Source: an optimization exercise on an open RTL-to-GDS flow (aim: small area and a short achievable clock period). Production flows keep margins and buffers that such runs may drop. The RTL was checked by simulation tests, not by an equivalence proof against the original design. Power figures rest on the tool's default switching activity, not on a simulated workload.

## design/flow/design.v

```verilog
module csa_fa (
    input  a, b, c,
    output s, co
);
    assign s = a ^ b ^ c;
    assign co = (a & b) | (a & c) | (b & c);
endmodule
`timescale 1ns / 1ps
module mini_cnn (
    input         clk,
    input         reset,
    input  [7:0]  pxl_in,
    input  [7:0]  k00, k01, k02,
    input  [7:0]  k10, k11, k12,
    input  [7:0]  k20, k21, k22,
    input  [15:0] w0, w1, w2, w3,
    input  [15:0] bias,
    output [15:0] pool_out,
    output [15:0] fc_out,
    output reg    out_valid
);
    reg [4:0] ph;       
    reg       full;     
    always @(posedge clk or posedge reset) begin
        if (reset) begin
            ph <= 5'd24;
            full <= 1'b0;
            out_valid <= 1'b0;
        end else begin
            ph <= (ph == 5'd24) ? 5'd0 : ph + 5'd1;
            if (ph == 5'd23) full <= 1'b1;
            out_valid <= full & ((ph == 5'd1) | (ph == 5'd13));
        end
    end
    reg [5:0] tsel;    
    reg [2:0] bsel;    
    always @(*) begin
        case (ph)
            5'd0: begin tsel = 6'b010000; bsel = 3'b001; end
            5'd1: begin tsel = 6'b010000; bsel = 3'b010; end
            5'd2: begin tsel = 6'b010000; bsel = 3'b100; end
            5'd3: begin tsel = 6'b010000; bsel = 3'b001; end
            5'd4: begin tsel = 6'b010000; bsel = 3'b010; end
            5'd5: begin tsel = 6'b010000; bsel = 3'b100; end
            5'd6: begin tsel = 6'b100000; bsel = 3'b001; end
            5'd7: begin tsel = 6'b100000; bsel = 3'b010; end
            5'd8: begin tsel = 6'b100000; bsel = 3'b100; end
            5'd9: begin tsel = 6'b000000; bsel = 3'b000; end
            5'd10: begin tsel = 6'b000001; bsel = 3'b001; end
            5'd11: begin tsel = 6'b000001; bsel = 3'b010; end
            5'd12: begin tsel = 6'b000001; bsel = 3'b100; end
            5'd13: begin tsel = 6'b000010; bsel = 3'b001; end
            5'd14: begin tsel = 6'b000010; bsel = 3'b010; end
            5'd15: begin tsel = 6'b000010; bsel = 3'b100; end
            5'd16: begin tsel = 6'b000100; bsel = 3'b001; end
            5'd17: begin tsel = 6'b000100; bsel = 3'b010; end
            5'd18: begin tsel = 6'b000100; bsel = 3'b100; end
            5'd19: begin tsel = 6'b000100; bsel = 3'b001; end
            5'd20: begin tsel = 6'b000100; bsel = 3'b010; end
            5'd21: begin tsel = 6'b000100; bsel = 3'b100; end
            5'd22: begin tsel = 6'b001000; bsel = 3'b001; end
            5'd23: begin tsel = 6'b001000; bsel = 3'b010; end
            5'd24: begin tsel = 6'b001000; bsel = 3'b100; end
            default: begin tsel = 6'b000000; bsel = 3'b000; end
        endcase
    end
    reg [7:0] sr [1:21];
    integer i;
    always @(posedge clk) begin
        sr[1] <= pxl_in;
        for (i = 2; i <= 21; i = i + 1) sr[i] <= sr[i-1];
    end
    reg [7:0] pa0, pa1, pa2;
    reg [7:0] ka0, ka1, ka2;
    wire [7:0] psel0 = ({8{tsel[0]}} & sr[11]) | ({8{tsel[1]}} & sr[13]) | ({8{tsel[2]}} & sr[15]) | ({8{tsel[3]}} & sr[17]) | ({8{tsel[4]}} & sr[19]) | ({8{tsel[5]}} & sr[21]);
    wire [7:0] ksel0 = ({8{bsel[0]}} & k00) | ({8{bsel[1]}} & k01) | ({8{bsel[2]}} & k02);
    wire [7:0] psel1 = ({8{tsel[0]}} & sr[6]) | ({8{tsel[1]}} & sr[8]) | ({8{tsel[2]}} & sr[10]) | ({8{tsel[3]}} & sr[12]) | ({8{tsel[4]}} & sr[14]) | ({8{tsel[5]}} & sr[16]);
    wire [7:0] ksel1 = ({8{bsel[0]}} & k10) | ({8{bsel[1]}} & k11) | ({8{bsel[2]}} & k12);
    wire [7:0] psel2 = ({8{tsel[0]}} & sr[1]) | ({8{tsel[1]}} & sr[3]) | ({8{tsel[2]}} & sr[5]) | ({8{tsel[3]}} & sr[7]) | ({8{tsel[4]}} & sr[9]) | ({8{tsel[5]}} & sr[11]);
    wire [7:0] ksel2 = ({8{bsel[0]}} & k20) | ({8{bsel[1]}} & k21) | ({8{bsel[2]}} & k22);
    reg initB;
    always @(posedge clk) begin
        pa0 <= psel0; pa1 <= psel1; pa2 <= psel2;
        ka0 <= ksel0; ka1 <= ksel1; ka2 <= ksel2;
        initB <= bsel[0];
    end
    reg [15:0] nacc_s, nacc_c;    
    wire pp0_0_0 = ~(pa0[0] & ka0[0]);
    wire pp0_0_1 = ~(pa0[0] & ka0[1]);
    wire pp0_0_2 = ~(pa0[0] & ka0[2]);
    wire pp0_0_3 = ~(pa0[0] & ka0[3]);
    wire pp0_0_4 = ~(pa0[0] & ka0[4]);
    wire pp0_0_5 = ~(pa0[0] & ka0[5]);
    wire pp0_0_6 = ~(pa0[0] & ka0[6]);
    wire pp0_0_7 = ~(pa0[0] & ka0[7]);
    wire pp0_1_0 = ~(pa0[1] & ka0[0]);
    wire pp0_1_1 = ~(pa0[1] & ka0[1]);
    wire pp0_1_2 = ~(pa0[1] & ka0[2]);
    wire pp0_1_3 = ~(pa0[1] & ka0[3]);
    wire pp0_1_4 = ~(pa0[1] & ka0[4]);
    wire pp0_1_5 = ~(pa0[1] & ka0[5]);
    wire pp0_1_6 = ~(pa0[1] & ka0[6]);
    wire pp0_1_7 = ~(pa0[1] & ka0[7]);
    wire pp0_2_0 = ~(pa0[2] & ka0[0]);
    wire pp0_2_1 = ~(pa0[2] & ka0[1]);
    wire pp0_2_2 = ~(pa0[2] & ka0[2]);
    wire pp0_2_3 = ~(pa0[2] & ka0[3]);
    wire pp0_2_4 = ~(pa0[2] & ka0[4]);
    wire pp0_2_5 = ~(pa0[2] & ka0[5]);
    wire pp0_2_6 = ~(pa0[2] & ka0[6]);
    wire pp0_2_7 = ~(pa0[2] & ka0[7]);
    wire pp0_3_0 = ~(pa0[3] & ka0[0]);
    wire pp0_3_1 = ~(pa0[3] & ka0[1]);
    wire pp0_3_2 = ~(pa0[3] & ka0[2]);
    wire pp0_3_3 = ~(pa0[3] & ka0[3]);
    wire pp0_3_4 = ~(pa0[3] & ka0[4]);
    wire pp0_3_5 = ~(pa0[3] & ka0[5]);
    wire pp0_3_6 = ~(pa0[3] & ka0[6]);
    wire pp0_3_7 = ~(pa0[3] & ka0[7]);
    wire pp0_4_0 = ~(pa0[4] & ka0[0]);
    wire pp0_4_1 = ~(pa0[4] & ka0[1]);
    wire pp0_4_2 = ~(pa0[4] & ka0[2]);
    wire pp0_4_3 = ~(pa0[4] & ka0[3]);
    wire pp0_4_4 = ~(pa0[4] & ka0[4]);
    wire pp0_4_5 = ~(pa0[4] & ka0[5]);
    wire pp0_4_6 = ~(pa0[4] & ka0[6]);
    wire pp0_4_7 = ~(pa0[4] & ka0[7]);
    wire pp0_5_0 = ~(pa0[5] & ka0[0]);
    wire pp0_5_1 = ~(pa0[5] & ka0[1]);
    wire pp0_5_2 = ~(pa0[5] & ka0[2]);
    wire pp0_5_3 = ~(pa0[5] & ka0[3]);
    wire pp0_5_4 = ~(pa0[5] & ka0[4]);
    wire pp0_5_5 = ~(pa0[5] & ka0[5]);
    wire pp0_5_6 = ~(pa0[5] & ka0[6]);
    wire pp0_5_7 = ~(pa0[5] & ka0[7]);
    wire pp0_6_0 = ~(pa0[6] & ka0[0]);
    wire pp0_6_1 = ~(pa0[6] & ka0[1]);
    wire pp0_6_2 = ~(pa0[6] & ka0[2]);
    wire pp0_6_3 = ~(pa0[6] & ka0[3]);
    wire pp0_6_4 = ~(pa0[6] & ka0[4]);
    wire pp0_6_5 = ~(pa0[6] & ka0[5]);
    wire pp0_6_6 = ~(pa0[6] & ka0[6]);
    wire pp0_6_7 = ~(pa0[6] & ka0[7]);
    wire pp0_7_0 = ~(pa0[7] & ka0[0]);
    wire pp0_7_1 = ~(pa0[7] & ka0[1]);
    wire pp0_7_2 = ~(pa0[7] & ka0[2]);
    wire pp0_7_3 = ~(pa0[7] & ka0[3]);
    wire pp0_7_4 = ~(pa0[7] & ka0[4]);
    wire pp0_7_5 = ~(pa0[7] & ka0[5]);
    wire pp0_7_6 = ~(pa0[7] & ka0[6]);
    wire pp0_7_7 = ~(pa0[7] & ka0[7]);
    wire pp1_0_0 = ~(pa1[0] & ka1[0]);
    wire pp1_0_1 = ~(pa1[0] & ka1[1]);
    wire pp1_0_2 = ~(pa1[0] & ka1[2]);
    wire pp1_0_3 = ~(pa1[0] & ka1[3]);
    wire pp1_0_4 = ~(pa1[0] & ka1[4]);
    wire pp1_0_5 = ~(pa1[0] & ka1[5]);
    wire pp1_0_6 = ~(pa1[0] & ka1[6]);
    wire pp1_0_7 = ~(pa1[0] & ka1[7]);
    wire pp1_1_0 = ~(pa1[1] & ka1[0]);
    wire pp1_1_1 = ~(pa1[1] & ka1[1]);
    wire pp1_1_2 = ~(pa1[1] & ka1[2]);
    wire pp1_1_3 = ~(pa1[1] & ka1[3]);
    wire pp1_1_4 = ~(pa1[1] & ka1[4]);
    wire pp1_1_5 = ~(pa1[1] & ka1[5]);
    wire pp1_1_6 = ~(pa1[1] & ka1[6]);
    wire pp1_1_7 = ~(pa1[1] & ka1[7]);
    wire pp1_2_0 = ~(pa1[2] & ka1[0]);
    wire pp1_2_1 = ~(pa1[2] & ka1[1]);
    wire pp1_2_2 = ~(pa1[2] & ka1[2]);
    wire pp1_2_3 = ~(pa1[2] & ka1[3]);
    wire pp1_2_4 = ~(pa1[2] & ka1[4]);
    wire pp1_2_5 = ~(pa1[2] & ka1[5]);
    wire pp1_2_6 = ~(pa1[2] & ka1[6]);
    wire pp1_2_7 = ~(pa1[2] & ka1[7]);
    wire pp1_3_0 = ~(pa1[3] & ka1[0]);
    wire pp1_3_1 = ~(pa1[3] & ka1[1]);
    wire pp1_3_2 = ~(pa1[3] & ka1[2]);
    wire pp1_3_3 = ~(pa1[3] & ka1[3]);
    wire pp1_3_4 = ~(pa1[3] & ka1[4]);
    wire pp1_3_5 = ~(pa1[3] & ka1[5]);
    wire pp1_3_6 = ~(pa1[3] & ka1[6]);
    wire pp1_3_7 = ~(pa1[3] & ka1[7]);
    wire pp1_4_0 = ~(pa1[4] & ka1[0]);
    wire pp1_4_1 = ~(pa1[4] & ka1[1]);
    wire pp1_4_2 = ~(pa1[4] & ka1[2]);
    wire pp1_4_3 = ~(pa1[4] & ka1[3]);
    wire pp1_4_4 = ~(pa1[4] & ka1[4]);
    wire pp1_4_5 = ~(pa1[4] & ka1[5]);
    wire pp1_4_6 = ~(pa1[4] & ka1[6]);
    wire pp1_4_7 = ~(pa1[4] & ka1[7]);
    wire pp1_5_0 = ~(pa1[5] & ka1[0]);
    wire pp1_5_1 = ~(pa1[5] & ka1[1]);
    wire pp1_5_2 = ~(pa1[5] & ka1[2]);
    wire pp1_5_3 = ~(pa1[5] & ka1[3]);
    wire pp1_5_4 = ~(pa1[5] & ka1[4]);
    wire pp1_5_5 = ~(pa1[5] & ka1[5]);
    wire pp1_5_6 = ~(pa1[5] & ka1[6]);
    wire pp1_5_7 = ~(pa1[5] & ka1[7]);
    wire pp1_6_0 = ~(pa1[6] & ka1[0]);
    wire pp1_6_1 = ~(pa1[6] & ka1[1]);
    wire pp1_6_2 = ~(pa1[6] & ka1[2]);
    wire pp1_6_3 = ~(pa1[6] & ka1[3]);
    wire pp1_6_4 = ~(pa1[6] & ka1[4]);
    wire pp1_6_5 = ~(pa1[6] & ka1[5]);
    wire pp1_6_6 = ~(pa1[6] & ka1[6]);
    wire pp1_6_7 = ~(pa1[6] & ka1[7]);
    wire pp1_7_0 = ~(pa1[7] & ka1[0]);
    wire pp1_7_1 = ~(pa1[7] & ka1[1]);
    wire pp1_7_2 = ~(pa1[7] & ka1[2]);
    wire pp1_7_3 = ~(pa1[7] & ka1[3]);
    wire pp1_7_4 = ~(pa1[7] & ka1[4]);
    wire pp1_7_5 = ~(pa1[7] & ka1[5]);
    wire pp1_7_6 = ~(pa1[7] & ka1[6]);
    wire pp1_7_7 = ~(pa1[7] & ka1[7]);
    wire pp2_0_0 = ~(pa2[0] & ka2[0]);
    wire pp2_0_1 = ~(pa2[0] & ka2[1]);
    wire pp2_0_2 = ~(pa2[0] & ka2[2]);
    wire pp2_0_3 = ~(pa2[0] & ka2[3]);
    wire pp2_0_4 = ~(pa2[0] & ka2[4]);
    wire pp2_0_5 = ~(pa2[0] & ka2[5]);
    wire pp2_0_6 = ~(pa2[0] & ka2[6]);
    wire pp2_0_7 = ~(pa2[0] & ka2[7]);
    wire pp2_1_0 = ~(pa2[1] & ka2[0]);
    wire pp2_1_1 = ~(pa2[1] & ka2[1]);
    wire pp2_1_2 = ~(pa2[1] & ka2[2]);
    wire pp2_1_3 = ~(pa2[1] & ka2[3]);
    wire pp2_1_4 = ~(pa2[1] & ka2[4]);
    wire pp2_1_5 = ~(pa2[1] & ka2[5]);
    wire pp2_1_6 = ~(pa2[1] & ka2[6]);
    wire pp2_1_7 = ~(pa2[1] & ka2[7]);
    wire pp2_2_0 = ~(pa2[2] & ka2[0]);
    wire pp2_2_1 = ~(pa2[2] & ka2[1]);
    wire pp2_2_2 = ~(pa2[2] & ka2[2]);
    wire pp2_2_3 = ~(pa2[2] & ka2[3]);
    wire pp2_2_4 = ~(pa2[2] & ka2[4]);
    wire pp2_2_5 = ~(pa2[2] & ka2[5]);
    wire pp2_2_6 = ~(pa2[2] & ka2[6]);
    wire pp2_2_7 = ~(pa2[2] & ka2[7]);
    wire pp2_3_0 = ~(pa2[3] & ka2[0]);
    wire pp2_3_1 = ~(pa2[3] & ka2[1]);
    wire pp2_3_2 = ~(pa2[3] & ka2[2]);
    wire pp2_3_3 = ~(pa2[3] & ka2[3]);
    wire pp2_3_4 = ~(pa2[3] & ka2[4]);
    wire pp2_3_5 = ~(pa2[3] & ka2[5]);
    wire pp2_3_6 = ~(pa2[3] & ka2[6]);
    wire pp2_3_7 = ~(pa2[3] & ka2[7]);
    wire pp2_4_0 = ~(pa2[4] & ka2[0]);
    wire pp2_4_1 = ~(pa2[4] & ka2[1]);
    wire pp2_4_2 = ~(pa2[4] & ka2[2]);
    wire pp2_4_3 = ~(pa2[4] & ka2[3]);
    wire pp2_4_4 = ~(pa2[4] & ka2[4]);
    wire pp2_4_5 = ~(pa2[4] & ka2[5]);
    wire pp2_4_6 = ~(pa2[4] & ka2[6]);
    wire pp2_4_7 = ~(pa2[4] & ka2[7]);
    wire pp2_5_0 = ~(pa2[5] & ka2[0]);
    wire pp2_5_1 = ~(pa2[5] & ka2[1]);
    wire pp2_5_2 = ~(pa2[5] & ka2[2]);
    wire pp2_5_3 = ~(pa2[5] & ka2[3]);
    wire pp2_5_4 = ~(pa2[5] & ka2[4]);
    wire pp2_5_5 = ~(pa2[5] & ka2[5]);
    wire pp2_5_6 = ~(pa2[5] & ka2[6]);
    wire pp2_5_7 = ~(pa2[5] & ka2[7]);
    wire pp2_6_0 = ~(pa2[6] & ka2[0]);
    wire pp2_6_1 = ~(pa2[6] & ka2[1]);
    wire pp2_6_2 = ~(pa2[6] & ka2[2]);
    wire pp2_6_3 = ~(pa2[6] & ka2[3]);
    wire pp2_6_4 = ~(pa2[6] & ka2[4]);
    wire pp2_6_5 = ~(pa2[6] & ka2[5]);
    wire pp2_6_6 = ~(pa2[6] & ka2[6]);
    wire pp2_6_7 = ~(pa2[6] & ka2[7]);
    wire pp2_7_0 = ~(pa2[7] & ka2[0]);
    wire pp2_7_1 = ~(pa2[7] & ka2[1]);
    wire pp2_7_2 = ~(pa2[7] & ka2[2]);
    wire pp2_7_3 = ~(pa2[7] & ka2[3]);
    wire pp2_7_4 = ~(pa2[7] & ka2[4]);
    wire pp2_7_5 = ~(pa2[7] & ka2[5]);
    wire pp2_7_6 = ~(pa2[7] & ka2[6]);
    wire pp2_7_7 = ~(pa2[7] & ka2[7]);
    wire as0 = nacc_s[0] | initB;
    wire ac0 = nacc_c[0] | initB;
    wire as1 = nacc_s[1] | initB;
    wire ac1 = nacc_c[1] | initB;
    wire as2 = nacc_s[2] | initB;
    wire ac2 = nacc_c[2] | initB;
    wire as3 = nacc_s[3] | initB;
    wire ac3 = nacc_c[3] | initB;
    wire as4 = nacc_s[4] | initB;
    wire ac4 = nacc_c[4] | initB;
    wire as5 = nacc_s[5] | initB;
    wire ac5 = nacc_c[5] | initB;
    wire as6 = nacc_s[6] | initB;
    wire ac6 = nacc_c[6] | initB;
    wire as7 = nacc_s[7] | initB;
    wire ac7 = nacc_c[7] | initB;
    wire as8 = nacc_s[8] | initB;
    wire ac8 = nacc_c[8] | initB;
    wire as9 = nacc_s[9] | initB;
    wire ac9 = nacc_c[9] | initB;
    wire as10 = nacc_s[10] | initB;
    wire ac10 = nacc_c[10] | initB;
    wire as11 = nacc_s[11] | initB;
    wire ac11 = nacc_c[11] | initB;
    wire as12 = nacc_s[12] | initB;
    wire ac12 = nacc_c[12] | initB;
    wire as13 = nacc_s[13] | initB;
    wire ac13 = nacc_c[13] | initB;
    wire as14 = nacc_s[14] | initB;
    wire ac14 = nacc_c[14] | initB;
    wire as15 = nacc_s[15] | initB;
    wire ac15 = nacc_c[15] | initB;
    wire cb1, cb2;
    csa_fa u_cb1 (pp0_0_5, pp0_1_4, 1'b1, cb1, cb2);
    wire cb3, cb4;
    csa_fa u_cb3 (pp0_0_6, pp0_1_5, pp0_2_4, cb3, cb4);
    wire cb5, cb6;
    csa_fa u_cb5 (pp0_3_3, pp0_4_2, pp0_5_1, cb5, cb6);
    wire cb7, cb8;
    csa_fa u_cb7 (pp0_6_0, pp1_0_6, 1'b1, cb7, cb8);
    wire cb9, cb10;
    csa_fa u_cb9 (pp0_0_7, pp0_1_6, pp0_2_5, cb9, cb10);
    wire cb11, cb12;
    csa_fa u_cb11 (pp0_3_4, pp0_4_3, pp0_5_2, cb11, cb12);
    wire cb13, cb14;
    csa_fa u_cb13 (pp0_6_1, pp0_7_0, pp1_0_7, cb13, cb14);
    wire cb15, cb16;
    csa_fa u_cb15 (pp1_1_6, pp1_2_5, pp1_3_4, cb15, cb16);
    wire cb17, cb18;
    csa_fa u_cb17 (pp1_4_3, pp1_5_2, pp1_6_1, cb17, cb18);
    wire cb19, cb20;
    csa_fa u_cb19 (pp0_1_7, pp0_2_6, pp0_3_5, cb19, cb20);
    wire cb21, cb22;
    csa_fa u_cb21 (pp0_4_4, pp0_5_3, pp0_6_2, cb21, cb22);
    wire cb23, cb24;
    csa_fa u_cb23 (pp0_7_1, pp1_1_7, pp1_2_6, cb23, cb24);
    wire cb25, cb26;
    csa_fa u_cb25 (pp1_3_5, pp1_4_4, pp1_5_3, cb25, cb26);
    wire cb27, cb28;
    csa_fa u_cb27 (pp1_6_2, pp1_7_1, 1'b1, cb27, cb28);
    wire cb29, cb30;
    csa_fa u_cb29 (pp0_2_7, pp0_3_6, pp0_4_5, cb29, cb30);
    wire cb31, cb32;
    csa_fa u_cb31 (pp0_5_4, pp0_6_3, pp0_7_2, cb31, cb32);
    wire cb33, cb34;
    csa_fa u_cb33 (pp1_2_7, pp1_3_6, pp1_4_5, cb33, cb34);
    wire cb35, cb36;
    csa_fa u_cb35 (pp0_3_7, pp0_4_6, 1'b1, cb35, cb36);
    wire cb37, cb38;
    csa_fa u_cb37 (pp0_0_3, pp0_1_2, 1'b1, cb37, cb38);
    wire cb39, cb40;
    csa_fa u_cb39 (pp0_0_4, pp0_1_3, pp0_2_2, cb39, cb40);
    wire cb41, cb42;
    csa_fa u_cb41 (pp0_3_1, pp0_4_0, pp1_0_4, cb41, cb42);
    wire cb43, cb44;
    csa_fa u_cb43 (pp1_1_3, pp1_2_2, 1'b1, cb43, cb44);
    wire cb45, cb46;
    csa_fa u_cb45 (cb1, pp0_2_3, pp0_3_2, cb45, cb46);
    wire cb47, cb48;
    csa_fa u_cb47 (pp0_4_1, pp0_5_0, pp1_0_5, cb47, cb48);
    wire cb49, cb50;
    csa_fa u_cb49 (pp1_1_4, pp1_2_3, pp1_3_2, cb49, cb50);
    wire cb51, cb52;
    csa_fa u_cb51 (pp1_4_1, pp1_5_0, pp2_0_5, cb51, cb52);
    wire cb53, cb54;
    csa_fa u_cb53 (pp2_1_4, pp2_2_3, 1'b1, cb53, cb54);
    wire cb55, cb56;
    csa_fa u_cb55 (cb3, cb5, cb7, cb55, cb56);
    wire cb57, cb58;
    csa_fa u_cb57 (pp1_1_5, pp1_2_4, pp1_3_3, cb57, cb58);
    wire cb59, cb60;
    csa_fa u_cb59 (pp1_4_2, pp1_5_1, pp1_6_0, cb59, cb60);
    wire cb61, cb62;
    csa_fa u_cb61 (pp2_0_6, pp2_1_5, pp2_2_4, cb61, cb62);
    wire cb63, cb64;
    csa_fa u_cb63 (pp2_3_3, pp2_4_2, pp2_5_1, cb63, cb64);
    wire cb65, cb66;
    csa_fa u_cb65 (pp2_6_0, as6, 1'b1, cb65, cb66);
    wire cb67, cb68;
    csa_fa u_cb67 (cb9, cb11, cb13, cb67, cb68);
    wire cb69, cb70;
    csa_fa u_cb69 (cb15, cb17, pp1_7_0, cb69, cb70);
    wire cb71, cb72;
    csa_fa u_cb71 (pp2_0_7, pp2_1_6, pp2_2_5, cb71, cb72);
    wire cb73, cb74;
    csa_fa u_cb73 (pp2_3_4, pp2_4_3, pp2_5_2, cb73, cb74);
    wire cb75, cb76;
    csa_fa u_cb75 (pp2_6_1, pp2_7_0, as7, cb75, cb76);
    wire cb77, cb78;
    csa_fa u_cb77 (ac7, cb4, cb6, cb77, cb78);
    wire cb79, cb80;
    csa_fa u_cb79 (cb19, cb21, cb23, cb79, cb80);
    wire cb81, cb82;
    csa_fa u_cb81 (cb25, cb27, pp2_1_7, cb81, cb82);
    wire cb83, cb84;
    csa_fa u_cb83 (pp2_2_6, pp2_3_5, pp2_4_4, cb83, cb84);
    wire cb85, cb86;
    csa_fa u_cb85 (pp2_5_3, pp2_6_2, pp2_7_1, cb85, cb86);
    wire cb87, cb88;
    csa_fa u_cb87 (as8, ac8, cb10, cb87, cb88);
    wire cb89, cb90;
    csa_fa u_cb89 (cb12, cb14, cb16, cb89, cb90);
    wire cb91, cb92;
    csa_fa u_cb91 (cb29, cb31, cb33, cb91, cb92);
    wire cb93, cb94;
    csa_fa u_cb93 (pp1_5_4, pp1_6_3, pp1_7_2, cb93, cb94);
    wire cb95, cb96;
    csa_fa u_cb95 (pp2_2_7, pp2_3_6, pp2_4_5, cb95, cb96);
    wire cb97, cb98;
    csa_fa u_cb97 (pp2_5_4, pp2_6_3, pp2_7_2, cb97, cb98);
    wire cb99, cb100;
    csa_fa u_cb99 (as9, ac9, cb20, cb99, cb100);
    wire cb101, cb102;
    csa_fa u_cb101 (cb22, cb24, cb26, cb101, cb102);
    wire cb103, cb104;
    csa_fa u_cb103 (cb35, pp0_5_5, pp0_6_4, cb103, cb104);
    wire cb105, cb106;
    csa_fa u_cb105 (pp0_7_3, pp1_3_7, pp1_4_6, cb105, cb106);
    wire cb107, cb108;
    csa_fa u_cb107 (pp1_5_5, pp1_6_4, pp1_7_3, cb107, cb108);
    wire cb109, cb110;
    csa_fa u_cb109 (pp2_3_7, pp2_4_6, pp2_5_5, cb109, cb110);
    wire cb111, cb112;
    csa_fa u_cb111 (pp2_6_4, pp2_7_3, as10, cb111, cb112);
    wire cb113, cb114;
    csa_fa u_cb113 (ac10, cb30, cb32, cb113, cb114);
    wire cb115, cb116;
    csa_fa u_cb115 (pp0_4_7, pp0_5_6, pp0_6_5, cb115, cb116);
    wire cb117, cb118;
    csa_fa u_cb117 (pp0_7_4, pp1_4_7, pp1_5_6, cb117, cb118);
    wire cb119, cb120;
    csa_fa u_cb119 (pp1_6_5, pp1_7_4, pp2_4_7, cb119, cb120);
    wire cb121, cb122;
    csa_fa u_cb121 (pp2_5_6, pp2_6_5, pp2_7_4, cb121, cb122);
    wire cb123, cb124;
    csa_fa u_cb123 (pp0_5_7, pp0_6_6, pp0_7_5, cb123, cb124);
    wire cb125, cb126;
    csa_fa u_cb125 (pp0_0_2, pp0_1_1, pp0_2_0, cb125, cb126);
    wire cb127, cb128;
    csa_fa u_cb127 (cb37, pp0_2_1, pp0_3_0, cb127, cb128);
    wire cb129, cb130;
    csa_fa u_cb129 (pp1_0_3, pp1_1_2, pp1_2_1, cb129, cb130);
    wire cb131, cb132;
    csa_fa u_cb131 (pp1_3_0, pp2_0_3, 1'b1, cb131, cb132);
    wire cb133, cb134;
    csa_fa u_cb133 (cb39, cb41, cb43, cb133, cb134);
    wire cb135, cb136;
    csa_fa u_cb135 (pp1_3_1, pp1_4_0, pp2_0_4, cb135, cb136);
    wire cb137, cb138;
    csa_fa u_cb137 (pp2_1_3, pp2_2_2, pp2_3_1, cb137, cb138);
    wire cb139, cb140;
    csa_fa u_cb139 (pp2_4_0, as4, 1'b1, cb139, cb140);
    wire cb141, cb142;
    csa_fa u_cb141 (cb45, cb47, cb49, cb141, cb142);
    wire cb143, cb144;
    csa_fa u_cb143 (cb51, cb53, pp2_3_2, cb143, cb144);
    wire cb145, cb146;
    csa_fa u_cb145 (pp2_4_1, pp2_5_0, as5, cb145, cb146);
    wire cb147, cb148;
    csa_fa u_cb147 (ac5, cb40, cb42, cb147, cb148);
    wire cb149, cb150;
    csa_fa u_cb149 (cb55, cb57, cb59, cb149, cb150);
    wire cb151, cb152;
    csa_fa u_cb151 (cb61, cb63, cb65, cb151, cb152);
    wire cb153, cb154;
    csa_fa u_cb153 (ac6, cb2, cb46, cb153, cb154);
    wire cb155, cb156;
    csa_fa u_cb155 (cb48, cb50, cb52, cb155, cb156);
    wire cb157, cb158;
    csa_fa u_cb157 (cb67, cb69, cb71, cb157, cb158);
    wire cb159, cb160;
    csa_fa u_cb159 (cb73, cb75, cb77, cb159, cb160);
    wire cb161, cb162;
    csa_fa u_cb161 (cb8, cb56, cb58, cb161, cb162);
    wire cb163, cb164;
    csa_fa u_cb163 (cb60, cb62, cb64, cb163, cb164);
    wire cb165, cb166;
    csa_fa u_cb165 (cb79, cb81, cb83, cb165, cb166);
    wire cb167, cb168;
    csa_fa u_cb167 (cb85, cb87, cb89, cb167, cb168);
    wire cb169, cb170;
    csa_fa u_cb169 (cb18, cb68, cb70, cb169, cb170);
    wire cb171, cb172;
    csa_fa u_cb171 (cb72, cb74, cb76, cb171, cb172);
    wire cb173, cb174;
    csa_fa u_cb173 (cb91, cb93, cb95, cb173, cb174);
    wire cb175, cb176;
    csa_fa u_cb175 (cb97, cb99, cb101, cb175, cb176);
    wire cb177, cb178;
    csa_fa u_cb177 (cb28, cb80, cb82, cb177, cb178);
    wire cb179, cb180;
    csa_fa u_cb179 (cb84, cb86, cb88, cb179, cb180);
    wire cb181, cb182;
    csa_fa u_cb181 (cb103, cb105, cb107, cb181, cb182);
    wire cb183, cb184;
    csa_fa u_cb183 (cb109, cb111, cb113, cb183, cb184);
    wire cb185, cb186;
    csa_fa u_cb185 (cb34, cb92, cb94, cb185, cb186);
    wire cb187, cb188;
    csa_fa u_cb187 (cb96, cb98, cb100, cb187, cb188);
    wire cb189, cb190;
    csa_fa u_cb189 (cb115, cb117, cb119, cb189, cb190);
    wire cb191, cb192;
    csa_fa u_cb191 (cb121, as11, ac11, cb191, cb192);
    wire cb193, cb194;
    csa_fa u_cb193 (cb36, cb104, cb106, cb193, cb194);
    wire cb195, cb196;
    csa_fa u_cb195 (cb108, cb110, cb112, cb195, cb196);
    wire cb197, cb198;
    csa_fa u_cb197 (cb123, pp1_5_7, pp1_6_6, cb197, cb198);
    wire cb199, cb200;
    csa_fa u_cb199 (pp1_7_5, pp2_5_7, pp2_6_6, cb199, cb200);
    wire cb201, cb202;
    csa_fa u_cb201 (pp2_7_5, as12, ac12, cb201, cb202);
    wire cb203, cb204;
    csa_fa u_cb203 (cb116, cb118, cb120, cb203, cb204);
    wire cb205, cb206;
    csa_fa u_cb205 (pp0_6_7, pp0_7_6, pp1_6_7, cb205, cb206);
    wire cb207, cb208;
    csa_fa u_cb207 (pp1_7_6, pp2_6_7, pp2_7_6, cb207, cb208);
    wire cb209, cb210;
    csa_fa u_cb209 (pp0_0_1, pp0_1_0, pp1_0_1, cb209, cb210);
    wire cb211, cb212;
    csa_fa u_cb211 (cb125, pp1_0_2, pp1_1_1, cb211, cb212);
    wire cb213, cb214;
    csa_fa u_cb213 (pp1_2_0, pp2_0_2, pp2_1_1, cb213, cb214);
    wire cb215, cb216;
    csa_fa u_cb215 (cb127, cb129, cb131, cb215, cb216);
    wire cb217, cb218;
    csa_fa u_cb217 (pp2_1_2, pp2_2_1, pp2_3_0, cb217, cb218);
    wire cb219, cb220;
    csa_fa u_cb219 (as3, ac3, 1'b1, cb219, cb220);
    wire cb221, cb222;
    csa_fa u_cb221 (cb133, cb135, cb137, cb221, cb222);
    wire cb223, cb224;
    csa_fa u_cb223 (cb139, ac4, cb38, cb223, cb224);
    wire cb225, cb226;
    csa_fa u_cb225 (cb128, cb130, cb132, cb225, cb226);
    wire cb227, cb228;
    csa_fa u_cb227 (cb141, cb143, cb145, cb227, cb228);
    wire cb229, cb230;
    csa_fa u_cb229 (cb147, cb44, cb134, cb229, cb230);
    wire cb231, cb232;
    csa_fa u_cb231 (cb136, cb138, cb140, cb231, cb232);
    wire cb233, cb234;
    csa_fa u_cb233 (cb149, cb151, cb153, cb233, cb234);
    wire cb235, cb236;
    csa_fa u_cb235 (cb155, cb54, cb142, cb235, cb236);
    wire cb237, cb238;
    csa_fa u_cb237 (cb144, cb146, cb148, cb237, cb238);
    wire cb239, cb240;
    csa_fa u_cb239 (cb157, cb159, cb161, cb239, cb240);
    wire cb241, cb242;
    csa_fa u_cb241 (cb163, cb66, cb150, cb241, cb242);
    wire cb243, cb244;
    csa_fa u_cb243 (cb152, cb154, cb156, cb243, cb244);
    wire cb245, cb246;
    csa_fa u_cb245 (cb165, cb167, cb169, cb245, cb246);
    wire cb247, cb248;
    csa_fa u_cb247 (cb171, cb78, cb158, cb247, cb248);
    wire cb249, cb250;
    csa_fa u_cb249 (cb160, cb162, cb164, cb249, cb250);
    wire cb251, cb252;
    csa_fa u_cb251 (cb173, cb175, cb177, cb251, cb252);
    wire cb253, cb254;
    csa_fa u_cb253 (cb179, cb90, cb166, cb253, cb254);
    wire cb255, cb256;
    csa_fa u_cb255 (cb168, cb170, cb172, cb255, cb256);
    wire cb257, cb258;
    csa_fa u_cb257 (cb181, cb183, cb185, cb257, cb258);
    wire cb259, cb260;
    csa_fa u_cb259 (cb187, cb102, cb174, cb259, cb260);
    wire cb261, cb262;
    csa_fa u_cb261 (cb176, cb178, cb180, cb261, cb262);
    wire cb263, cb264;
    csa_fa u_cb263 (cb189, cb191, cb193, cb263, cb264);
    wire cb265, cb266;
    csa_fa u_cb265 (cb195, cb114, cb182, cb265, cb266);
    wire cb267, cb268;
    csa_fa u_cb267 (cb184, cb186, cb188, cb267, cb268);
    wire cb269, cb270;
    csa_fa u_cb269 (cb197, cb199, cb201, cb269, cb270);
    wire cb271, cb272;
    csa_fa u_cb271 (cb203, cb122, cb190, cb271, cb272);
    wire cb273, cb274;
    csa_fa u_cb273 (cb192, cb194, cb196, cb273, cb274);
    wire cb275, cb276;
    csa_fa u_cb275 (cb205, cb207, as13, cb275, cb276);
    wire cb277, cb278;
    csa_fa u_cb277 (ac13, cb124, cb198, cb277, cb278);
    wire cb279, cb280;
    csa_fa u_cb279 (cb200, cb202, cb204, cb279, cb280);
    wire cb281, cb282;
    csa_fa u_cb281 (pp0_7_7, pp1_7_7, pp2_7_7, cb281, cb282);
    wire cb283, cb284;
    csa_fa u_cb283 (as14, ac14, cb206, cb283, cb284);
    wire cb285, cb286;
    csa_fa u_cb285 (pp0_0_0, pp1_0_0, 1'b1, cb285, cb286);
    wire cb287, cb288;
    csa_fa u_cb287 (cb209, pp1_1_0, pp2_0_1, cb287, cb288);
    wire cb289, cb290;
    csa_fa u_cb289 (pp2_1_0, as1, 1'b1, cb289, cb290);
    wire cb291, cb292;
    csa_fa u_cb291 (cb211, cb213, pp2_2_0, cb291, cb292);
    wire cb293, cb294;
    csa_fa u_cb293 (as2, ac2, cb210, cb293, cb294);
    wire cb295, cb296;
    csa_fa u_cb295 (cb215, cb217, cb219, cb295, cb296);
    wire cb297, cb298;
    csa_fa u_cb297 (cb126, cb212, cb214, cb297, cb298);
    wire cb299, cb300;
    csa_fa u_cb299 (cb221, cb223, cb225, cb299, cb300);
    wire cb301, cb302;
    csa_fa u_cb301 (cb216, cb218, cb220, cb301, cb302);
    wire cb303, cb304;
    csa_fa u_cb303 (cb227, cb229, cb231, cb303, cb304);
    wire cb305, cb306;
    csa_fa u_cb305 (cb222, cb224, cb226, cb305, cb306);
    wire cb307, cb308;
    csa_fa u_cb307 (cb233, cb235, cb237, cb307, cb308);
    wire cb309, cb310;
    csa_fa u_cb309 (cb228, cb230, cb232, cb309, cb310);
    wire cb311, cb312;
    csa_fa u_cb311 (cb239, cb241, cb243, cb311, cb312);
    wire cb313, cb314;
    csa_fa u_cb313 (cb234, cb236, cb238, cb313, cb314);
    wire cb315, cb316;
    csa_fa u_cb315 (cb245, cb247, cb249, cb315, cb316);
    wire cb317, cb318;
    csa_fa u_cb317 (cb240, cb242, cb244, cb317, cb318);
    wire cb319, cb320;
    csa_fa u_cb319 (cb251, cb253, cb255, cb319, cb320);
    wire cb321, cb322;
    csa_fa u_cb321 (cb246, cb248, cb250, cb321, cb322);
    wire cb323, cb324;
    csa_fa u_cb323 (cb257, cb259, cb261, cb323, cb324);
    wire cb325, cb326;
    csa_fa u_cb325 (cb252, cb254, cb256, cb325, cb326);
    wire cb327, cb328;
    csa_fa u_cb327 (cb263, cb265, cb267, cb327, cb328);
    wire cb329, cb330;
    csa_fa u_cb329 (cb258, cb260, cb262, cb329, cb330);
    wire cb331, cb332;
    csa_fa u_cb331 (cb269, cb271, cb273, cb331, cb332);
    wire cb333, cb334;
    csa_fa u_cb333 (cb264, cb266, cb268, cb333, cb334);
    wire cb335, cb336;
    csa_fa u_cb335 (cb275, cb277, cb279, cb335, cb336);
    wire cb337, cb338;
    csa_fa u_cb337 (cb270, cb272, cb274, cb337, cb338);
    wire cb339, cb340;
    csa_fa u_cb339 (cb281, cb283, cb208, cb339, cb340);
    wire cb341, cb342;
    csa_fa u_cb341 (cb276, cb278, cb280, cb341, cb342);
    wire cb343, cb344;
    csa_fa u_cb343 (as15, ac15, cb282, cb343, cb344);
    wire cb345, cb346;
    csa_fa u_cb345 (cb285, pp2_0_0, 1'b1, cb345, cb346);
    wire cb347, cb348;
    csa_fa u_cb347 (cb287, cb289, ac1, cb347, cb348);
    wire cb349, cb350;
    csa_fa u_cb349 (cb291, cb293, cb288, cb349, cb350);
    wire cb351, cb352;
    csa_fa u_cb351 (cb295, cb297, cb292, cb351, cb352);
    wire cb353, cb354;
    csa_fa u_cb353 (cb299, cb301, cb296, cb353, cb354);
    wire cb355, cb356;
    csa_fa u_cb355 (cb303, cb305, cb300, cb355, cb356);
    wire cb357, cb358;
    csa_fa u_cb357 (cb307, cb309, cb304, cb357, cb358);
    wire cb359, cb360;
    csa_fa u_cb359 (cb311, cb313, cb308, cb359, cb360);
    wire cb361, cb362;
    csa_fa u_cb361 (cb315, cb317, cb312, cb361, cb362);
    wire cb363, cb364;
    csa_fa u_cb363 (cb319, cb321, cb316, cb363, cb364);
    wire cb365, cb366;
    csa_fa u_cb365 (cb323, cb325, cb320, cb365, cb366);
    wire cb367, cb368;
    csa_fa u_cb367 (cb327, cb329, cb324, cb367, cb368);
    wire cb369, cb370;
    csa_fa u_cb369 (cb331, cb333, cb328, cb369, cb370);
    wire cb371, cb372;
    csa_fa u_cb371 (cb335, cb337, cb332, cb371, cb372);
    wire cb373, cb374;
    csa_fa u_cb373 (cb339, cb341, cb336, cb373, cb374);
    wire cb375, cb376;
    csa_fa u_cb375 (cb343, cb284, cb340, cb375, cb376);
    wire cb377, cb378;
    csa_fa u_cb377 (cb345, as0, 1'b1, cb377, cb378);
    wire cb379, cb380;
    csa_fa u_cb379 (cb347, cb286, cb346, cb379, cb380);
    wire cb381, cb382;
    csa_fa u_cb381 (cb349, cb290, cb348, cb381, cb382);
    wire cb383, cb384;
    csa_fa u_cb383 (cb351, cb294, cb350, cb383, cb384);
    wire cb385, cb386;
    csa_fa u_cb385 (cb353, cb298, cb352, cb385, cb386);
    wire cb387, cb388;
    csa_fa u_cb387 (cb355, cb302, cb354, cb387, cb388);
    wire cb389, cb390;
    csa_fa u_cb389 (cb357, cb306, cb356, cb389, cb390);
    wire cb391, cb392;
    csa_fa u_cb391 (cb359, cb310, cb358, cb391, cb392);
    wire cb393, cb394;
    csa_fa u_cb393 (cb361, cb314, cb360, cb393, cb394);
    wire cb395, cb396;
    csa_fa u_cb395 (cb363, cb318, cb362, cb395, cb396);
    wire cb397, cb398;
    csa_fa u_cb397 (cb365, cb322, cb364, cb397, cb398);
    wire cb399, cb400;
    csa_fa u_cb399 (cb367, cb326, cb366, cb399, cb400);
    wire cb401, cb402;
    csa_fa u_cb401 (cb369, cb330, cb368, cb401, cb402);
    wire cb403, cb404;
    csa_fa u_cb403 (cb371, cb334, cb370, cb403, cb404);
    wire cb405, cb406;
    csa_fa u_cb405 (cb373, cb338, cb372, cb405, cb406);
    wire cb407, cb408;
    csa_fa u_cb407 (cb375, cb342, cb374, cb407, cb408);
    wire [15:0] nb_s = {cb407, cb405, cb403, cb401, cb399, cb397, cb395, cb393, cb391, cb389, cb387, cb385, cb383, cb381, cb379, cb377};
    wire [15:0] nb_c = {cb406, cb404, cb402, cb400, cb398, cb396, cb394, cb392, cb390, cb388, cb386, cb384, cb382, cb380, cb378, ac0};
    always @(posedge clk) begin
        nacc_s <= nb_s;
        nacc_c <= nb_c;
    end
    wire [15:0] S = ~(nacc_s + nacc_c + 16'd1);
    wire [14:0] relu = S[15] ? 15'd0 : S[14:0];
    reg ld;            
    reg [1:0] widx;    
    always @(*) begin
        case (ph)
            5'd14: begin ld = 1'b1; widx = 2'd0; end
            5'd17: begin ld = 1'b1; widx = 2'd1; end
            5'd20: begin ld = 1'b1; widx = 2'd2; end
            5'd23: begin ld = 1'b1; widx = 2'd3; end
            5'd1: begin ld = 1'b1; widx = 2'd0; end
            5'd4: begin ld = 1'b1; widx = 2'd1; end
            5'd7: begin ld = 1'b1; widx = 2'd2; end
            5'd10: begin ld = 1'b1; widx = 2'd3; end
            default: begin ld = 1'b0; widx = 2'd0; end
        endcase
    end
    wire [15:0] wsel = (widx == 2'd0) ? w0 : (widx == 2'd1) ? w1 : (widx == 2'd2) ? w2 : w3;
    reg [14:0] d;      
    reg [15:0] ws;     
    always @(posedge clk) begin
        d  <= ld ? relu : {5'd0, d[14:5]};
        ws <= ld ? wsel : {ws[10:0], 5'd0};
    end
    reg grp_first;     
    always @(posedge clk) grp_first <= (ph == 5'd14) | (ph == 5'd1);
    wire m_en = (ph == 5'd15) | (ph == 5'd18) | (ph == 5'd21) | (ph == 5'd24) | (ph == 5'd2) | (ph == 5'd5) | (ph == 5'd8) | (ph == 5'd11);
    reg [15:0] bias_r;
    reg [15:0] acc_fc;
    reg [14:0] m;
    wire [15:0] fbase = grp_first ? bias_r : acc_fc;
    wire fb0 = ~fbase[0];
    wire fb1 = ~fbase[1];
    wire fb2 = ~fbase[2];
    wire fb3 = ~fbase[3];
    wire fb4 = ~fbase[4];
    wire fb5 = ~fbase[5];
    wire fb6 = ~fbase[6];
    wire fb7 = ~fbase[7];
    wire fb8 = ~fbase[8];
    wire fb9 = ~fbase[9];
    wire fb10 = ~fbase[10];
    wire fb11 = ~fbase[11];
    wire fb12 = ~fbase[12];
    wire fb13 = ~fbase[13];
    wire fb14 = ~fbase[14];
    wire fb15 = ~fbase[15];
    wire fp0_0 = ~(d[0] & ws[0]);
    wire fp0_1 = ~(d[0] & ws[1]);
    wire fp0_2 = ~(d[0] & ws[2]);
    wire fp0_3 = ~(d[0] & ws[3]);
    wire fp0_4 = ~(d[0] & ws[4]);
    wire fp0_5 = ~(d[0] & ws[5]);
    wire fp0_6 = ~(d[0] & ws[6]);
    wire fp0_7 = ~(d[0] & ws[7]);
    wire fp0_8 = ~(d[0] & ws[8]);
    wire fp0_9 = ~(d[0] & ws[9]);
    wire fp0_10 = ~(d[0] & ws[10]);
    wire fp0_11 = ~(d[0] & ws[11]);
    wire fp0_12 = ~(d[0] & ws[12]);
    wire fp0_13 = ~(d[0] & ws[13]);
    wire fp0_14 = ~(d[0] & ws[14]);
    wire fp0_15 = ~(d[0] & ws[15]);
    wire fp1_1 = ~(d[1] & ws[0]);
    wire fp1_2 = ~(d[1] & ws[1]);
    wire fp1_3 = ~(d[1] & ws[2]);
    wire fp1_4 = ~(d[1] & ws[3]);
    wire fp1_5 = ~(d[1] & ws[4]);
    wire fp1_6 = ~(d[1] & ws[5]);
    wire fp1_7 = ~(d[1] & ws[6]);
    wire fp1_8 = ~(d[1] & ws[7]);
    wire fp1_9 = ~(d[1] & ws[8]);
    wire fp1_10 = ~(d[1] & ws[9]);
    wire fp1_11 = ~(d[1] & ws[10]);
    wire fp1_12 = ~(d[1] & ws[11]);
    wire fp1_13 = ~(d[1] & ws[12]);
    wire fp1_14 = ~(d[1] & ws[13]);
    wire fp1_15 = ~(d[1] & ws[14]);
    wire fp2_2 = ~(d[2] & ws[0]);
    wire fp2_3 = ~(d[2] & ws[1]);
    wire fp2_4 = ~(d[2] & ws[2]);
    wire fp2_5 = ~(d[2] & ws[3]);
    wire fp2_6 = ~(d[2] & ws[4]);
    wire fp2_7 = ~(d[2] & ws[5]);
    wire fp2_8 = ~(d[2] & ws[6]);
    wire fp2_9 = ~(d[2] & ws[7]);
    wire fp2_10 = ~(d[2] & ws[8]);
    wire fp2_11 = ~(d[2] & ws[9]);
    wire fp2_12 = ~(d[2] & ws[10]);
    wire fp2_13 = ~(d[2] & ws[11]);
    wire fp2_14 = ~(d[2] & ws[12]);
    wire fp2_15 = ~(d[2] & ws[13]);
    wire fp3_3 = ~(d[3] & ws[0]);
    wire fp3_4 = ~(d[3] & ws[1]);
    wire fp3_5 = ~(d[3] & ws[2]);
    wire fp3_6 = ~(d[3] & ws[3]);
    wire fp3_7 = ~(d[3] & ws[4]);
    wire fp3_8 = ~(d[3] & ws[5]);
    wire fp3_9 = ~(d[3] & ws[6]);
    wire fp3_10 = ~(d[3] & ws[7]);
    wire fp3_11 = ~(d[3] & ws[8]);
    wire fp3_12 = ~(d[3] & ws[9]);
    wire fp3_13 = ~(d[3] & ws[10]);
    wire fp3_14 = ~(d[3] & ws[11]);
    wire fp3_15 = ~(d[3] & ws[12]);
    wire fp4_4 = ~(d[4] & ws[0]);
    wire fp4_5 = ~(d[4] & ws[1]);
    wire fp4_6 = ~(d[4] & ws[2]);
    wire fp4_7 = ~(d[4] & ws[3]);
    wire fp4_8 = ~(d[4] & ws[4]);
    wire fp4_9 = ~(d[4] & ws[5]);
    wire fp4_10 = ~(d[4] & ws[6]);
    wire fp4_11 = ~(d[4] & ws[7]);
    wire fp4_12 = ~(d[4] & ws[8]);
    wire fp4_13 = ~(d[4] & ws[9]);
    wire fp4_14 = ~(d[4] & ws[10]);
    wire fp4_15 = ~(d[4] & ws[11]);
    wire cf1, cf2;
    csa_fa u_cf1 (fb3, fp0_3, 1'b1, cf1, cf2);
    wire cf3, cf4;
    csa_fa u_cf3 (fb4, fp0_4, fp1_4, cf3, cf4);
    wire cf5, cf6;
    csa_fa u_cf5 (fp2_4, fp3_4, 1'b1, cf5, cf6);
    wire cf7, cf8;
    csa_fa u_cf7 (fb5, fp0_5, fp1_5, cf7, cf8);
    wire cf9, cf10;
    csa_fa u_cf9 (fp2_5, fp3_5, fp4_5, cf9, cf10);
    wire cf11, cf12;
    csa_fa u_cf11 (fb6, fp0_6, fp1_6, cf11, cf12);
    wire cf13, cf14;
    csa_fa u_cf13 (fp2_6, fp3_6, fp4_6, cf13, cf14);
    wire cf15, cf16;
    csa_fa u_cf15 (fb7, fp0_7, fp1_7, cf15, cf16);
    wire cf17, cf18;
    csa_fa u_cf17 (fp2_7, fp3_7, fp4_7, cf17, cf18);
    wire cf19, cf20;
    csa_fa u_cf19 (fb8, fp0_8, fp1_8, cf19, cf20);
    wire cf21, cf22;
    csa_fa u_cf21 (fp2_8, fp3_8, fp4_8, cf21, cf22);
    wire cf23, cf24;
    csa_fa u_cf23 (fb9, fp0_9, fp1_9, cf23, cf24);
    wire cf25, cf26;
    csa_fa u_cf25 (fp2_9, fp3_9, fp4_9, cf25, cf26);
    wire cf27, cf28;
    csa_fa u_cf27 (fb10, fp0_10, fp1_10, cf27, cf28);
    wire cf29, cf30;
    csa_fa u_cf29 (fp2_10, fp3_10, fp4_10, cf29, cf30);
    wire cf31, cf32;
    csa_fa u_cf31 (fb11, fp0_11, fp1_11, cf31, cf32);
    wire cf33, cf34;
    csa_fa u_cf33 (fp2_11, fp3_11, fp4_11, cf33, cf34);
    wire cf35, cf36;
    csa_fa u_cf35 (fb12, fp0_12, fp1_12, cf35, cf36);
    wire cf37, cf38;
    csa_fa u_cf37 (fp2_12, fp3_12, fp4_12, cf37, cf38);
    wire cf39, cf40;
    csa_fa u_cf39 (fb13, fp0_13, fp1_13, cf39, cf40);
    wire cf41, cf42;
    csa_fa u_cf41 (fp2_13, fp3_13, fp4_13, cf41, cf42);
    wire cf43, cf44;
    csa_fa u_cf43 (fb14, fp0_14, fp1_14, cf43, cf44);
    wire cf45, cf46;
    csa_fa u_cf45 (fp2_14, fp3_14, fp4_14, cf45, cf46);
    wire cf47, cf48;
    csa_fa u_cf47 (fb15, fp0_15, fp1_15, cf47, cf48);
    wire cf49, cf50;
    csa_fa u_cf49 (fp2_15, fp3_15, fp4_15, cf49, cf50);
    wire cf51, cf52;
    csa_fa u_cf51 (fb2, fp0_2, 1'b1, cf51, cf52);
    wire cf53, cf54;
    csa_fa u_cf53 (cf1, fp1_3, fp2_3, cf53, cf54);
    wire cf55, cf56;
    csa_fa u_cf55 (cf3, cf5, fp4_4, cf55, cf56);
    wire cf57, cf58;
    csa_fa u_cf57 (cf7, cf9, cf4, cf57, cf58);
    wire cf59, cf60;
    csa_fa u_cf59 (cf11, cf13, cf8, cf59, cf60);
    wire cf61, cf62;
    csa_fa u_cf61 (cf15, cf17, cf12, cf61, cf62);
    wire cf63, cf64;
    csa_fa u_cf63 (cf19, cf21, cf16, cf63, cf64);
    wire cf65, cf66;
    csa_fa u_cf65 (cf23, cf25, cf20, cf65, cf66);
    wire cf67, cf68;
    csa_fa u_cf67 (cf27, cf29, cf24, cf67, cf68);
    wire cf69, cf70;
    csa_fa u_cf69 (cf31, cf33, cf28, cf69, cf70);
    wire cf71, cf72;
    csa_fa u_cf71 (cf35, cf37, cf32, cf71, cf72);
    wire cf73, cf74;
    csa_fa u_cf73 (cf39, cf41, cf36, cf73, cf74);
    wire cf75, cf76;
    csa_fa u_cf75 (cf43, cf45, cf40, cf75, cf76);
    wire cf77, cf78;
    csa_fa u_cf77 (cf47, cf49, cf44, cf77, cf78);
    wire cf79, cf80;
    csa_fa u_cf79 (fb1, fp0_1, 1'b1, cf79, cf80);
    wire cf81, cf82;
    csa_fa u_cf81 (cf51, fp1_2, fp2_2, cf81, cf82);
    wire cf83, cf84;
    csa_fa u_cf83 (cf53, fp3_3, cf52, cf83, cf84);
    wire cf85, cf86;
    csa_fa u_cf85 (cf55, cf2, cf54, cf85, cf86);
    wire cf87, cf88;
    csa_fa u_cf87 (cf57, cf6, cf56, cf87, cf88);
    wire cf89, cf90;
    csa_fa u_cf89 (cf59, cf10, cf58, cf89, cf90);
    wire cf91, cf92;
    csa_fa u_cf91 (cf61, cf14, cf60, cf91, cf92);
    wire cf93, cf94;
    csa_fa u_cf93 (cf63, cf18, cf62, cf93, cf94);
    wire cf95, cf96;
    csa_fa u_cf95 (cf65, cf22, cf64, cf95, cf96);
    wire cf97, cf98;
    csa_fa u_cf97 (cf67, cf26, cf66, cf97, cf98);
    wire cf99, cf100;
    csa_fa u_cf99 (cf69, cf30, cf68, cf99, cf100);
    wire cf101, cf102;
    csa_fa u_cf101 (cf71, cf34, cf70, cf101, cf102);
    wire cf103, cf104;
    csa_fa u_cf103 (cf73, cf38, cf72, cf103, cf104);
    wire cf105, cf106;
    csa_fa u_cf105 (cf75, cf42, cf74, cf105, cf106);
    wire cf107, cf108;
    csa_fa u_cf107 (cf77, cf46, cf76, cf107, cf108);
    wire [15:0] nf = ~({cf107, cf105, cf103, cf101, cf99, cf97, cf95, cf93, cf91, cf89, cf87, cf85, cf83, cf81, cf79, fb0} + {cf106, cf104, cf102, cf100, cf98, cf96, cf94, cf92, cf90, cf88, cf86, cf84, cf82, cf80, fp1_1, fp0_0} + 16'd1);
    always @(posedge clk) begin
        bias_r <= bias;
        acc_fc <= nf;
        if (grp_first | (m_en & (d > m))) m <= d;
    end
    assign pool_out = {1'b0, m};
    assign fc_out = acc_fc;
endmodule
```

## design/flow/run.sh

```bash
#!/bin/bash
# synth_recipe.tcl (not shown) runs the flow's synth.tcl, then flattens the netlist and writes it again
# the make line also repeats each setting of config.mk as NAME=value (left out here)
make -C /OpenROAD-flow-scripts/flow DESIGN_CONFIG=/design/flow/config.mk WORK_HOME=/design/flow/orfs CLKGATE_MAP_FILE= SYNTH_SCRIPT=/design/flow/synth_recipe.tcl finish
```

## design/flow/config.mk

```make
export PLATFORM = sky130hd
export DESIGN_NAME = mini_cnn
export DESIGN_NICKNAME = mini_cnn
export VERILOG_FILES = /design/flow/design.v
export SDC_FILE = /design/flow/constraint.sdc
export NUM_CORES = 4
export LEC_CHECK = 0
export CAP_MARGIN = 50
export CORE_MARGIN = 2
export CORE_UTILIZATION = 65
export CTS_BUF_LIST = sky130_fd_sc_hd__clkbuf_4 sky130_fd_sc_hd__clkbuf_8
export SLEW_MARGIN = 70
export SYNTH_HIERARCHICAL = 1
export SYNTH_MINIMUM_KEEP_SIZE = 0
```

## design/flow/constraint.sdc

```tcl
create_clock -name core_clock -period 13.0 [get_ports {clk}]
set_input_delay 2.6000 -clock core_clock [delete_from_list [all_inputs] [get_ports {clk}]]
set_output_delay 2.6000 -clock core_clock [all_outputs]
set_load 0.01 [all_outputs]
```

==> flow_metrics.env, run 1 <==
export IMPL_synth_cells=1533
export IMPL_finalHoldViolations=0
export IMPL_ctsResizeCount=0
export IMPL_cts_clk_slew_worst_paths_ns=0.07
export IMPL_synth_edff_count=15
export IMPL_antenna_left=0
export IMPL_worst_setup_path_start_kind="flip-flop"
export IMPL_drive_gt1_frac=0.1311
export IMPL_cts_buffers=52
export IMPL_insertion_delay_ns=0.63
export IMPL_clock_path_buffers=3
export IMPL_io_buffers=193
export IMPL_arrival_ns=4.96
export IMPL_regArea_um2=6919
export IMPL_grt_remaining_overflow=0
export IMPL_dr_pass1_iters=9
export IMPL_ioPinCount=195
export IMPL_antenna_found_initial=0
export IMPL_grt_max_degree=53
export IMPL_grt_total_usage=0.3107
export IMPL_hold_start="sr[18][1]"
export IMPL_cts_tree="built"
export IMPL_met2_usage=0.5391
export IMPL_clock_sinks=335
export IMPL_critPathKind="reg -> reg"
export IMPL_ctsHoldBuffers=0
export IMPL_grt_pass1_vias=13370
export IMPL_critPathRequiredTime_ns=13.48
export IMPL_area_growth_pct=20.00
export IMPL_finalCritPeriodShare=0.3445
export IMPL_seq_area_frac_synth=0.3858
export IMPL_reg2reg_from="ka1[2]"
export IMPL_root_buffer="clkbuf_8"
export IMPL_fmax_mhz=223.3
export IMPL_ir_drop_uv=212.4
export IMPL_worstPathMaxFanout=8
export IMPL_fill_cells=1676
export IMPL_regToRegEndpoint="nacc_s[7]"
export IMPL_coreArea_um2=26950
export IMPL_gp_congestion=0.9362
export IMPL_cap_violations=0
export IMPL_synth_main_ff_cell="dfxtp_1"
export IMPL_yosys_warnings=8
export IMPL_setup_tns_ns=0
export IMPL_ys_types=69
export IMPL_wire_per_inst_um=20.39
export IMPL_met1_usage=0.3879
export IMPL_r2r_slack_ns=8.52
export IMPL_power_density_nw_per_um2=288.6
export IMPL_dpl_hpwl_um=32710
export IMPL_start_util=0.6631
export IMPL_die_area_um2=28840
export IMPL_drcViolationCount=0
export IMPL_cts_htree_levels=2
export IMPL_cp_end_kind="flip-flop"
export IMPL_die_h_um=169.8
export IMPL_cts_setup_buffers=0
export IMPL_ys_async_sr_fraction=0.02090
export IMPL_synth_area_per_cell_um2=11.66
export IMPL_num_vias=12390
export IMPL_worstRegToRegCells=8
export IMPL_power_total_mw=6.189
export IMPL_status="complete, no violations"
export IMPL_p_leak_nw=8.492
export IMPL_viasPerCell=5.889
export IMPL_rsz0062_at_grt="no"
export IMPL_netlist_area_um2=17870
export IMPL_wl_um=42890
export IMPL_clock_skew_ns=0.02685
export IMPL_fp_dieW_um=169.8
export IMPL_setup_viol=0
export IMPL_num_antenna_cells=0
export IMPL_ys_ff_latch=335
export IMPL_multi_input_area_um2=10580
export IMPL_rows=60
export IMPL_grt_busiest_layer="met2"
export IMPL_drt_iter0_drc=1195
export IMPL_grt_pass1_wl_um=69480
export IMPL_critPathLaunch="ka1[2]"
export IMPL_hp_class="reg -> reg"
export IMPL_endpoint="nacc_s[7]"
export IMPL_grt_util_met3=0.04953
export IMPL_slew_violations=0
export IMPL_nNetsFinal=2196
export IMPL_fin_crit_ns=4.478
==> how the worst min path moves through the flow <==
stage	end	depth (start not counted)
floorplan	sr[19][0]	0
global placement	sr[3][4]	0
detailed placement	sr[3][3]	0
CTS	sr[19][1]	0
global route	sr[19][1]	0
finish	sr[19][1]	0
==> sequential cells by signal, summed over array words and instances, names as in the netlist, 8 cells and up <==
register	flops
ka0	8
bias_r	16
ka2	8
ka1	8
pa2	8
nacc_c	16
nacc_s	16
m	15
d	15
sr	168
pa1	8
acc_fc	16
pa0	8
ws	16
==> Yosys stat by module (local to each module, per instance) <==
| module | copies in the design | cells | flops+latches |
|---|---|---|---|
| csa_fa | 258 | 1 | 0 |
| mini_cnn | 1 | 1275 | 335 |
==> layer usage <==
layer  vias to the layer above  wire length [um]
li1                       5479                 -
met1                      6210             16790
met2                       557             21420
met3                       139              2819
met4                         0              1856
met5                         -                 0
==> per-stage QoR <==
step | util | area [um2] | std cells | setup slack (ns) | hold slack (ns)
2_1_floorplan | - | 17940 | 1551 | 8.504 | 0.3096
3_3_place_gp | 0.7418 | 19990 | 1997 | 8.355 | 0.3103
3_5_place_dp | 0.7487 | 20180 | 2009 | 8.546 | 0.3128
4_1_cts | 0.7932 | 21380 | 2102 | 8.507 | 0.3149
5_1_grt | 0.7957 | 21440 | 2103 | 8.376 | 0.3250
6_report | 0.7957 | 21440 | 2103 | 8.522 | 0.3216
==> worst max-delay path, stage by stage, from the launching register on <==
cell and delay [ns]:
dfxtp_1 0.58, nand2_1 0.16, fa_1 0.51, fa_1 0.51, fa_1 0.55, fa_1 0.53, fa_1 0.52, fa_1 0.52
fa_1 0.47
==> cells in the mapped netlist (4+ instances only) <==
cell type    n  area (um2)
inv_1       56       210.2
a21o_1       4       30.03
edfxtp_1    15       450.4
a222oi_1    48       480.5
o21bai_1     4       30.03
dfxtp_1    313        6266
or2_2       32       200.2
ha_1        51       638.1
nand3_1      7       35.03
nor3_1       6       30.03
xnor2_1     19       166.4
mux2i_1     40       400.4
a211oi_1     6       45.04
nand4_1      4       25.02
nand2_1    326        1224
o31ai_1     10       75.07
nand2b_1     9       56.30
mux4_2       5       112.6
clkbuf_1    81       304.0
dfrtp_1      5       125.1
nor2_1      22       82.58
o21ai_0     24       120.1
nor2b_1     13       81.33
buf_2        6       30.03
o21ai_1      5       25.02
mux2_2      37       416.7
xor2_1      11       96.34
a22oi_1     26       195.2
nor4_1       5       31.28
a21oi_1     25       125.1
fa_1       260        5205
==> placed cells by master (no fill, tap or decap), types with 4 or more instances in the layout <==
master	synthesis	routed
mux2i_1	40	39
xor2_1	11	10
nand2_1	326	326
a211oi_2	1	4
a22oi_1	26	25
fa_1	260	260
nor3_1	6	6
a222oi_1	48	48
a21oi_1	25	23
conb_1	2	20
nand3_1	7	7
clkinv_2	0	6
dfxtp_2	0	8
dfrtp_1	5	4
clkdlybuf4s50_1	0	194
o21ai_1	5	5
o21bai_1	4	4
nor2b_1	13	12
or2_2	32	32
edfxtp_1	15	15
clkbuf_4	0	14
a21o_1	4	4
nand4_1	4	4
dfxtp_1	313	303
inv_1	56	56
buf_4	3	13
ha_1	51	51
xnor2_1	19	19
mux2_2	37	37
o21ai_0	24	22
nand2b_1	9	9
clkbuf_8	1	65
mux4_2	5	5
o31ai_1	10	10
nor2_1	22	22
==> final cells by class <==
| cell class | instances | share of cell area |
|---|---|---|
| clock buffer | 79 | 0.04662 |
| clock inverter | 14 | 0.009394 |
| inverter | 57 | 0.009977 |
| multi-input combinational | 1063 | 0.4931 |
| sequential | 335 | 0.3227 |
| tap | 341 | 0.01990 |
| timing repair buffer | 214 | 0.09831 |
==> logic make-up after synthesis <==
group / after synthesis / synth area share
buffers and inverters: 153 / 0.03501
XOR/XNOR: 31 / 0.01561
other: 2 / 0.0004202
adder cells (fa/ha/maj): 311 / 0.3270
AND/OR/NAND/NOR: 432 / 0.1020
flip-flops: 335 / 0.3858
multiplexers: 82 / 0.05202
AO/OA/AOI/OAI: 187 / 0.08220
==> where the power goes <==
part	total [mW]	switching, mW	internal, mW
registers	1.41	0.144	1.27
logic	3.78	2.04	1.74
clock network	0.995	0.435	0.559
==> run 2, diff against run 1 <==
--- a/design/flow/config.mk
+++ b/design/flow/config.mk
@@ -5,6 +5,7 @@
 export SDC_FILE = /design/flow/constraint.sdc
 export NUM_CORES = 4
 export LEC_CHECK = 0
+export ABC_CLOCK_PERIOD_IN_PS = 3000
 export CAP_MARGIN = 50
 export CORE_MARGIN = 2
 export CORE_UTILIZATION = 65
==> flow_metrics.env, run 2 <==
export IMPL_grt_pass1_wl_um=69480
export IMPL_cp_end_kind="flip-flop"
export IMPL_rows=60
export IMPL_cts_buffers=52
export IMPL_dpl_hpwl_um=32710
export IMPL_cts_clk_slew_worst_paths_ns=0.07
export IMPL_fin_crit_ns=4.478
export IMPL_worstRegToRegCells=8
export IMPL_finalInstanceArea_um2=21440
export IMPL_clock_path_buffers=3
export IMPL_ys_top_cells_by_area="dfxtp_1 (35%), fa_1 (29%), nand2_1 (6.8%)"
export IMPL_ctsHoldBuffers=0
export IMPL_cap_violations=0
export IMPL_dpl_cell_count=2009
export IMPL_met1_usage=0.3879
export IMPL_antenna_found_initial=0
export IMPL_path_common_cell="fa_1"
export IMPL_die_h_um=169.8
export IMPL_setup_tns_ns=0
export IMPL_wl_um=42890
export IMPL_ys_ff_latch=335
export IMPL_root_buffer="clkbuf_8"
export IMPL_coreArea_um2=26950
export IMPL_ctsResizeCount=0
export IMPL_critPathLaunch="ka1[2]"
export IMPL_critPathKind="reg -> reg"
export IMPL_status="complete, no violations"
export IMPL_worstPathCellList="nand2_1 > fa_1 > fa_1 > fa_1 > fa_1 > fa_1 > fa_1 > fa_1"
export IMPL_nNetsFinal=2196
export IMPL_slew_violations=0
export IMPL_ir_drop_uv=212.4
export IMPL_grt_remaining_overflow=0
export IMPL_num_antenna_cells=0
export IMPL_cp_slowest_stage_delay_ns=0.58
export IMPL_layout_cells_non_filler=2103
export IMPL_largest_register="sr"
export IMPL_met2_usage=0.5391
export IMPL_dp_worst_setup_slack_ns=8.546
export IMPL_switchingPower_mw=2.619
export IMPL_grt_max_degree=53
export IMPL_hold_depth=0
export IMPL_power_frac_clock=0.161
export IMPL_setup_viol=0
export IMPL_ys_async_sr_fraction=0.02090
export IMPL_insertion_delay_ns=0.63
export IMPL_holdPathEnd="sr[19][1]"
export IMPL_clock_sinks=335
export IMPL_dpl_instance_area_um2=20180
export IMPL_rsz0062_at_grt="no"
export IMPL_hold_start="sr[18][1]"
export IMPL_ys_types=69
export IMPL_r2r_slack_ns=8.52
export IMPL_netlist_area_um2=17870
export IMPL_grt_util_met3=0.04953
export IMPL_viasPerCell=5.889
export IMPL_synth_main_ff_cell="dfxtp_1"
export IMPL_final_cell_mix="nand2_1 (326), dfxtp_1 (303), fa_1 (260)"
export IMPL_crit_path_top_delay_cell="dfxtp_1"
export IMPL_grt_busiest_layer="met2"
export IMPL_final_common_cell="nand2_1"
export IMPL_cts_tree="built"
export IMPL_yosys_area_top_type="dfxtp_1"
export IMPL_finalHoldViolations=0
export IMPL_power_density_nw_per_um2=288.6
export IMPL_fp_dieW_um=169.8
export IMPL_grt_pass1_vias=13370
export IMPL_grt_total_usage=0.3107
export IMPL_regToRegEndpoint="nacc_s[7]"
export IMPL_critPathRequiredTime_ns=13.48
export IMPL_worstPathMaxFanout=8
export IMPL_internal_power_mw=3.570
-- run 2: cell counts after synthesis --
No cell type changed its count.
-- run 2: per-layer routing --
metal,wire (um),vias to the layer above
met5,0,-
met4,1856,0
met3,2819,139
met2,21420,557
met1,16790,6210
li1,-,5479
-- run 2: cell type report --
cell class / count / area [um2]
fill: 1676 / 5507
clock buffer: 79 / 999.7
tap: 341 / 426.7
timing repair buffer: 214 / 2108
multi-input combinational: 1063 / 10580
clock inverter: 14 / 201.4
sequential: 335 / 6919
inverter: 57 / 214.0
-- run 2: critical path: cells and delay by family (launching register included) --
kind | cells | cell delay [ns]
AND/OR/NAND/NOR | 1 | 0.16
flip-flops | 1 | 0.58
adder cells (fa/ha/maj) | 7 | 3.61
-- run 2: kinds of logic after synthesis --
group / count (synthesis) / share of synthesized area
muxes: 82 / 0.05202
and+or+nand+nor: 432 / 0.1020
AOI/OAI and AO/OA: 187 / 0.08220
buffers and inverters: 153 / 0.03501
DFF: 335 / 0.3858
adders and majority gates: 311 / 0.3270
other: 2 / 0.0004202
xor gates and xnor gates: 31 / 0.01561
-- run 2: Yosys stat by module, one instance, submodules excluded --
module,flip-flops and latches,cells,area [um2]
mini_cnn,335,1275,12710
csa_fa,0,1,20.02
-- run 2: metrics by stage --
stage | power (mW) | hold slack [ns]
2_1_floorplan | 4.197 | 0.3096
3_3_place_gp | 4.912 | 0.3103
3_5_place_dp | 5.128 | 0.3128
4_1_cts | 6.149 | 0.3149
5_1_grt | 6.775 | 0.3250
6_report | 6.189 | 0.3216
-- run 2: worst max path at each step --
| stage | cells after the start | to | slack [ns] |
|---|---|---|---|
| floorplan | 13 | acc_fc[15] | 8.50 |
| global placement | 11 | acc_fc[15] | 8.35 |
| detailed placement | 8 | nacc_s[7] | 8.55 |
| CTS | 8 | nacc_s[7] | 8.51 |
| global route | 8 | nacc_s[7] | 8.38 |
| finish | 8 | nacc_s[7] | 8.52 |
-- run 2: power groups by stage --
| stage | Sequential, mW | Combinational (mW) | Clock, mW |
|---|---|---|---|
| after floorplan | 1.35 | 2.84 | 0 |
| after global placement | 1.42 | 3.49 | 0 |
| after detailed placement | 1.43 | 3.70 | 0 |
| after CTS | 1.41 | 3.73 | 1.01 |
| after global routing | 1.42 | 4.30 | 1.06 |
| final | 1.41 | 3.78 | 0.995 |

Check on run 2: ideal ports give 8.522 ns setup slack; a clkbuf_16 on the clock port and buf_2 on the inputs give 8.522 ns; moving port delays by the midpoint clock arrival (0.663 ns) as well gives 8.522 ns.
